Background: an optimization exercise with open tools, aiming at small area, a short achievable clock period and few clock cycles. Do not read the settings as production practice.
Where RTL was checked, it was by simulation tests only, not by an equivalence proof against the original.

==> run a: inputs <==
## conv_yt
module conv_yt(
input             rst,
input             clk,
output            M0_R_req,
output     [31:0] M0_addr,
input      [31:0] M0_R_data,
output     [3:0]  M0_W_req,
output     [31:0] M0_W_data,
output            M1_R_req,
output     [31:0] M1_addr,
input      [31:0] M1_R_data,
output reg [3:0]  M1_W_req,
output     [31:0] M1_W_data,
input             start,
output reg        finish
);
Settings: LEC_CHECK=0, ABC_AREA=1, CAP_MARGIN=20, CORE_MARGIN=2, CORE_UTILIZATION=40, GPL_TIMING_DRIVEN=0, SLEW_MARGIN=20; clock period 26.0 ns.
run.sh (not shown) runs the stock make flow with config.mk's settings and CLKGATE_MAP_FILE= SYNTH_SCRIPT=/design/flow/synth_recipe.tcl, a recipe that flattens the netlist after the stock synthesis.
==> run b (differences from run a) <==
--- a/flow/design.v
+++ b/flow/design.v
@@ -40,12 +40,13 @@
 reg         nar;         
 reg         wx;          
 reg         dld_v;       
 reg  [3:0]  dld_k;
 reg         dlw;         
 reg         hit;         
+reg         start_r;     
 reg         d_v, d_xh, d_yh, d_col, d_wr, d_last;
 reg  [1:0]  d_al;
 reg         m_v, m_col, m_wr, m_last;
 reg  [1:0]  m_al, m_aln;         
 reg  [31:0] s0 [0:2];            
 reg  [31:0] s1 [0:2];
@@ -73,24 +74,26 @@
         pc    <= 2'd0;
         x     <= 5'd0;
         dld_v <= 1'b0;
         d_v   <= 1'b0;
         hit   <= 1'b0;
         wx    <= 1'b0;
+        start_r <= 1'b0;
     end else begin
+        start_r <= start;
         dld_v <= 1'b0;
         d_v   <= 1'b0;
         hit   <= d_v & ~wx & px_wide;
         ri    <= (ri == 2'd2) ? 2'd0 : ri + 2'd1;
         if (hit) begin
             wx <= 1'b1;
             st <= S_WAIT;
         end else begin
             case (st)
             S_IDLE: begin
-                if (start) begin
+                if (start_r) begin
                     st    <= S_LOAD;
                     k     <= 4'd1;
                     raddr <= waddr(4'd1);
                     dld_v <= 1'b1;
                     dld_k <= 4'd0;
                     wx    <= 1'b0;
@@ -150,13 +153,13 @@
         s2[0] <= s0[1]; s2[1] <= s0[2]; s2[2] <= M0_R_data;
     end else begin
         s2[0] <= s0[0]; s2[1] <= s0[1]; s2[2] <= s0[2];
     end
     if (dld_v && dld_k == 4'd9) bias <= M0_R_data;
     dlw <= dld_v && dld_k != 4'd9;
-    if (st == S_IDLE && start) nar <= 1'b1;
+    if (st == S_IDLE && start_r) nar <= 1'b1;
     else if (dlw) nar <= nar & narrow_new;
 end
 function [29:0] benc;    
     input [20:0] e;
     integer g;
     begin
@@ -236,13 +239,13 @@
     end else begin
         acc0 <= r0;
         acc1 <= r1;
         acc2 <= r2;
     end
     outd <= r2;
-    if ((st == S_IDLE && start) || hit) widx <= 10'd0;
+    if ((st == S_IDLE && start_r) || hit) widx <= 10'd0;
     else if (wr_r) widx <= widx + 10'd1;
 end
 assign M0_R_req  = 1'b1;
 assign M0_addr   = {20'b0, raddr, 2'b0};
 assign M0_W_req  = 4'b0000;
 assign M0_W_data = 32'b0;
@@ -1746,8 +1749,189 @@
   wire hs263;
   wire hc263;
   assign hs263 = hs221 ^ hc220;
   assign hc263 = hs221 & hc220;
   wire [47:0] ra = {hs263, hs262, hs261, hs260, hs259, hs258, hs257, hs256, hs255, hs254, hs253, hs252, fs251, fs250, fs249, fs248, fs247, fs246, fs245, fs244, fs243, fs242, fs241, fs240, fs239, fs238, fs237, fs236, fs235, fs234, fs233, fs232, fs231, fs230, fs229, fs228, fs227, fs226, fs225, fs224, hs223, hs222, fs179, fs178, fs177, fs176, hs175, hs174};
   wire [47:0] rb = {hc262, hc261, hc260, hc259, hc258, hc257, hc256, hc255, hc254, hc253, hc252, fc251, fc250, fc249, fc248, fc247, fc246, fc245, fc244, fc243, fc242, fc241, fc240, fc239, fc238, fc237, fc236, fc235, fc234, fc233, fc232, fc231, fc230, fc229, fc228, fc227, fc226, fc225, fc224, hc223, hc222, fc179, fc178, fc177, fc176, hc175, hc174, a[0]};
-  assign s = ra + rb;
+  mac21_cpa cpa(.a(ra), .b(rb), .s(s));
+endmodule
+module mac21_cpa(input [47:0] a, input [47:0] b, output [47:0] s);
+  wire [47:0] p = a ^ b;
+  wire [47:0] g = a & b;
+  wire G1 = g[1] | (p[1] & g[0]);
+  wire G2 = g[3] | (p[3] & g[2]);
+  wire P2 = p[3] & p[2];
+  wire G3 = g[5] | (p[5] & g[4]);
+  wire P3 = p[5] & p[4];
+  wire G4 = g[7] | (p[7] & g[6]);
+  wire P4 = p[7] & p[6];
+  wire G5 = g[9] | (p[9] & g[8]);
+  wire P5 = p[9] & p[8];
+  wire G6 = g[11] | (p[11] & g[10]);
+  wire P6 = p[11] & p[10];
+  wire G7 = g[13] | (p[13] & g[12]);
+  wire P7 = p[13] & p[12];
+  wire G8 = g[15] | (p[15] & g[14]);
+  wire P8 = p[15] & p[14];
+  wire G9 = g[17] | (p[17] & g[16]);
+  wire P9 = p[17] & p[16];
+  wire G10 = g[19] | (p[19] & g[18]);
+  wire P10 = p[19] & p[18];
+  wire G11 = g[21] | (p[21] & g[20]);
+  wire P11 = p[21] & p[20];
+  wire G12 = g[23] | (p[23] & g[22]);
+  wire P12 = p[23] & p[22];
+  wire G13 = g[25] | (p[25] & g[24]);
+  wire P13 = p[25] & p[24];
+  wire G14 = g[27] | (p[27] & g[26]);
+  wire P14 = p[27] & p[26];
+  wire G15 = g[29] | (p[29] & g[28]);
+  wire P15 = p[29] & p[28];
+  wire G16 = g[31] | (p[31] & g[30]);
+  wire P16 = p[31] & p[30];
+  wire G17 = g[33] | (p[33] & g[32]);
+  wire P17 = p[33] & p[32];
+  wire G18 = g[35] | (p[35] & g[34]);
+  wire P18 = p[35] & p[34];
+  wire G19 = g[37] | (p[37] & g[36]);
+  wire P19 = p[37] & p[36];
+  wire G20 = g[39] | (p[39] & g[38]);
+  wire P20 = p[39] & p[38];
+  wire G21 = g[41] | (p[41] & g[40]);
+  wire P21 = p[41] & p[40];
+  wire G22 = g[43] | (p[43] & g[42]);
+  wire P22 = p[43] & p[42];
+  wire G23 = g[45] | (p[45] & g[44]);
+  wire P23 = p[45] & p[44];
+  wire G24 = g[47] | (p[47] & g[46]);
+  wire P24 = p[47] & p[46];
+  wire G25 = G2 | (P2 & G1);
+  wire G26 = G4 | (P4 & G3);
+  wire P26 = P4 & P3;
+  wire G27 = G6 | (P6 & G5);
+  wire P27 = P6 & P5;
+  wire G28 = G8 | (P8 & G7);
+  wire P28 = P8 & P7;
+  wire G29 = G10 | (P10 & G9);
+  wire P29 = P10 & P9;
+  wire G30 = G12 | (P12 & G11);
+  wire P30 = P12 & P11;
+  wire G31 = G14 | (P14 & G13);
+  wire P31 = P14 & P13;
+  wire G32 = G16 | (P16 & G15);
+  wire P32 = P16 & P15;
+  wire G33 = G18 | (P18 & G17);
+  wire P33 = P18 & P17;
+  wire G34 = G20 | (P20 & G19);
+  wire P34 = P20 & P19;
+  wire G35 = G22 | (P22 & G21);
+  wire P35 = P22 & P21;
+  wire G36 = G24 | (P24 & G23);
+  wire P36 = P24 & P23;
+  wire G37 = G26 | (P26 & G25);
+  wire G38 = G28 | (P28 & G27);
+  wire P38 = P28 & P27;
+  wire G39 = G30 | (P30 & G29);
+  wire P39 = P30 & P29;
+  wire G40 = G32 | (P32 & G31);
+  wire P40 = P32 & P31;
+  wire G41 = G34 | (P34 & G33);
+  wire P41 = P34 & P33;
+  wire G42 = G36 | (P36 & G35);
+  wire P42 = P36 & P35;
+  wire G43 = G38 | (P38 & G37);
+  wire G44 = G40 | (P40 & G39);
+  wire P44 = P40 & P39;
+  wire G45 = G42 | (P42 & G41);
+  wire P45 = P42 & P41;
+  wire G46 = G44 | (P44 & G43);
+  wire G47 = G45 | (P45 & G46);
+  wire G48 = G39 | (P39 & G43);
+  wire G49 = G41 | (P41 & G46);
+  wire G50 = G27 | (P27 & G37);
+  wire G51 = G29 | (P29 & G43);
+  wire G52 = G31 | (P31 & G48);
+  wire G53 = G33 | (P33 & G46);
+  wire G54 = G35 | (P35 & G49);
+  wire G55 = G3 | (P3 & G25);
+  wire G56 = G5 | (P5 & G37);
+  wire G57 = G7 | (P7 & G50);
+  wire G58 = G9 | (P9 & G43);
+  wire G59 = G11 | (P11 & G51);
+  wire G60 = G13 | (P13 & G48);
+  wire G61 = G15 | (P15 & G52);
+  wire G62 = G17 | (P17 & G46);
+  wire G63 = G19 | (P19 & G53);
+  wire G64 = G21 | (P21 & G49);
+  wire G65 = G23 | (P23 & G54);
+  wire G66 = g[2] | (p[2] & G1);
+  wire G67 = g[4] | (p[4] & G25);
+  wire G68 = g[6] | (p[6] & G55);
+  wire G69 = g[8] | (p[8] & G37);
+  wire G70 = g[10] | (p[10] & G56);
+  wire G71 = g[12] | (p[12] & G50);
+  wire G72 = g[14] | (p[14] & G57);
+  wire G73 = g[16] | (p[16] & G43);
+  wire G74 = g[18] | (p[18] & G58);
+  wire G75 = g[20] | (p[20] & G51);
+  wire G76 = g[22] | (p[22] & G59);
+  wire G77 = g[24] | (p[24] & G48);
+  wire G78 = g[26] | (p[26] & G60);
+  wire G79 = g[28] | (p[28] & G52);
+  wire G80 = g[30] | (p[30] & G61);
+  wire G81 = g[32] | (p[32] & G46);
+  wire G82 = g[34] | (p[34] & G62);
+  wire G83 = g[36] | (p[36] & G53);
+  wire G84 = g[38] | (p[38] & G63);
+  wire G85 = g[40] | (p[40] & G49);
+  wire G86 = g[42] | (p[42] & G64);
+  wire G87 = g[44] | (p[44] & G54);
+  wire G88 = g[46] | (p[46] & G65);
+  assign s[0] = p[0];
+  assign s[1] = p[1] ^ g[0];
+  assign s[2] = p[2] ^ G1;
+  assign s[3] = p[3] ^ G66;
+  assign s[4] = p[4] ^ G25;
+  assign s[5] = p[5] ^ G67;
+  assign s[6] = p[6] ^ G55;
+  assign s[7] = p[7] ^ G68;
+  assign s[8] = p[8] ^ G37;
+  assign s[9] = p[9] ^ G69;
+  assign s[10] = p[10] ^ G56;
+  assign s[11] = p[11] ^ G70;
+  assign s[12] = p[12] ^ G50;
+  assign s[13] = p[13] ^ G71;
+  assign s[14] = p[14] ^ G57;
+  assign s[15] = p[15] ^ G72;
+  assign s[16] = p[16] ^ G43;
+  assign s[17] = p[17] ^ G73;
+  assign s[18] = p[18] ^ G58;
+  assign s[19] = p[19] ^ G74;
+  assign s[20] = p[20] ^ G51;
+  assign s[21] = p[21] ^ G75;
+  assign s[22] = p[22] ^ G59;
+  assign s[23] = p[23] ^ G76;
+  assign s[24] = p[24] ^ G48;
+  assign s[25] = p[25] ^ G77;
+  assign s[26] = p[26] ^ G60;
+  assign s[27] = p[27] ^ G78;
+  assign s[28] = p[28] ^ G52;
+  assign s[29] = p[29] ^ G79;
+  assign s[30] = p[30] ^ G61;
+  assign s[31] = p[31] ^ G80;
+  assign s[32] = p[32] ^ G46;
+  assign s[33] = p[33] ^ G81;
+  assign s[34] = p[34] ^ G62;
+  assign s[35] = p[35] ^ G82;
+  assign s[36] = p[36] ^ G53;
+  assign s[37] = p[37] ^ G83;
+  assign s[38] = p[38] ^ G63;
+  assign s[39] = p[39] ^ G84;
+  assign s[40] = p[40] ^ G49;
+  assign s[41] = p[41] ^ G85;
+  assign s[42] = p[42] ^ G64;
+  assign s[43] = p[43] ^ G86;
+  assign s[44] = p[44] ^ G54;
+  assign s[45] = p[45] ^ G87;
+  assign s[46] = p[46] ^ G65;
+  assign s[47] = p[47] ^ G88;
 endmodule
==> run c (differences from run a) <==
--- a/flow/config.mk
+++ b/flow/config.mk
@@ -6,8 +6,7 @@
 export NUM_CORES = 4
 export LEC_CHECK = 0
 export ABC_AREA = 1
 export CAP_MARGIN = 20
 export CORE_MARGIN = 2
 export CORE_UTILIZATION = 40
-export GPL_TIMING_DRIVEN = 0
 export SLEW_MARGIN = 20
==> metrics.log <==
INFO  metric m1WireLength = 89660 um
INFO  metric placement.cell_area = 60520 sq um
INFO  metric synth.cell_area = 56840 sq um
INFO  metric floorplan.die.width = 380.9 um
INFO  metric place.gp.congestion = 1.041
INFO  metric globalRouteTotalUtil = 0.3078
INFO  metric outcome = finished clean
INFO  metric sequential_cell_area = 13930 sq um
INFO  metric vias_per_cell = 5.412
INFO  metric inverters = 1230
INFO  metric grt.met1_usage = 0.3917
INFO  metric worstPathBufferInverterCount = 5
INFO  metric synth-compound-area-share = 0.1240
INFO  metric post-route-util = 0.4458
INFO  metric routed_wire_length_per_instance = 25.73 um
INFO  metric synth_fa_ha_area_frac = 0.2958
INFO  metric buffers = 597
INFO  metric multi_input_area_share = 0.5769
That was run b.
==> metrics.log <==
INFO  metric outcome = finished clean
INFO  metric multi_input_area_share = 0.5925
INFO  metric vias_per_cell = 5.426
INFO  metric grt.met1_usage = 0.4635
INFO  metric worstPathBufferInverterCount = 4
INFO  metric synth_fa_ha_area_frac = 0.2438
INFO  metric sequential_cell_area = 13910 sq um
INFO  metric placement.cell_area = 67470 sq um
INFO  metric floorplan.die.width = 402.7 um
INFO  metric routed_wire_length_per_instance = 26.49 um
INFO  metric buffers = 593
INFO  metric post-route-util = 0.4411
INFO  metric place.gp.congestion = 1.077
That was run a.
==> metrics.log <==
INFO  metric outcome = finished clean
INFO  metric synth.cell_area = 63590 sq um
INFO  metric routed_wire_length_per_instance = 23.31 um
INFO  metric floorplan.die.width = 402.7 um
INFO  metric place.gp.congestion = 1.005
INFO  metric placement.cell_area = 65740 sq um
INFO  metric vias_per_cell = 5.421
INFO  metric synth-compound-area-share = 0.1049
INFO  metric grt.met1_usage = 0.4179
That was run c.
Testbench counts of run a, summed over its fixed seeds: cycles 52,728.
Testbench counts of run c, summed over its fixed seeds: cycles 52,728.
No functional check of the RTL was part of run b.

[port drivers added, routing unchanged]
No port has a modelled driver above. Below, the same layouts with a new extraction and two added sets of constraints. Step 1 assumes that a clkbuf_16 drives the clock port and a buf_2 every other input. Step 2 also shifts input and output timing later by t, the mid clock arrival at the registers, as if the neighbouring blocks saw the same clock. Three values: ideal, step 1, step 2; two values: the first two.
| run | t, ns | setup WS [ns] | hold slack, ns | worst register clock-pin slew, ns | pins driven straight from the clock port |
|---|---|---|---|---|---|
| run a | 0.722 | 18.036 / 18.036 / 18.036 | 0.310 / 0.310 / 0.310 | 0.07 / 0.07 | 1 |
| run b | 0.698 | 16.964 / 16.964 / 16.964 | 0.318 / 0.318 / 0.318 | 0.07 / 0.07 | 1 |
| run c | 0.738 | 18.247 / 18.247 / 18.247 | 0.292 / 0.292 / 0.292 | 0.07 / 0.07 | 1 |
After both steps setup and hold are still met in every run listed.
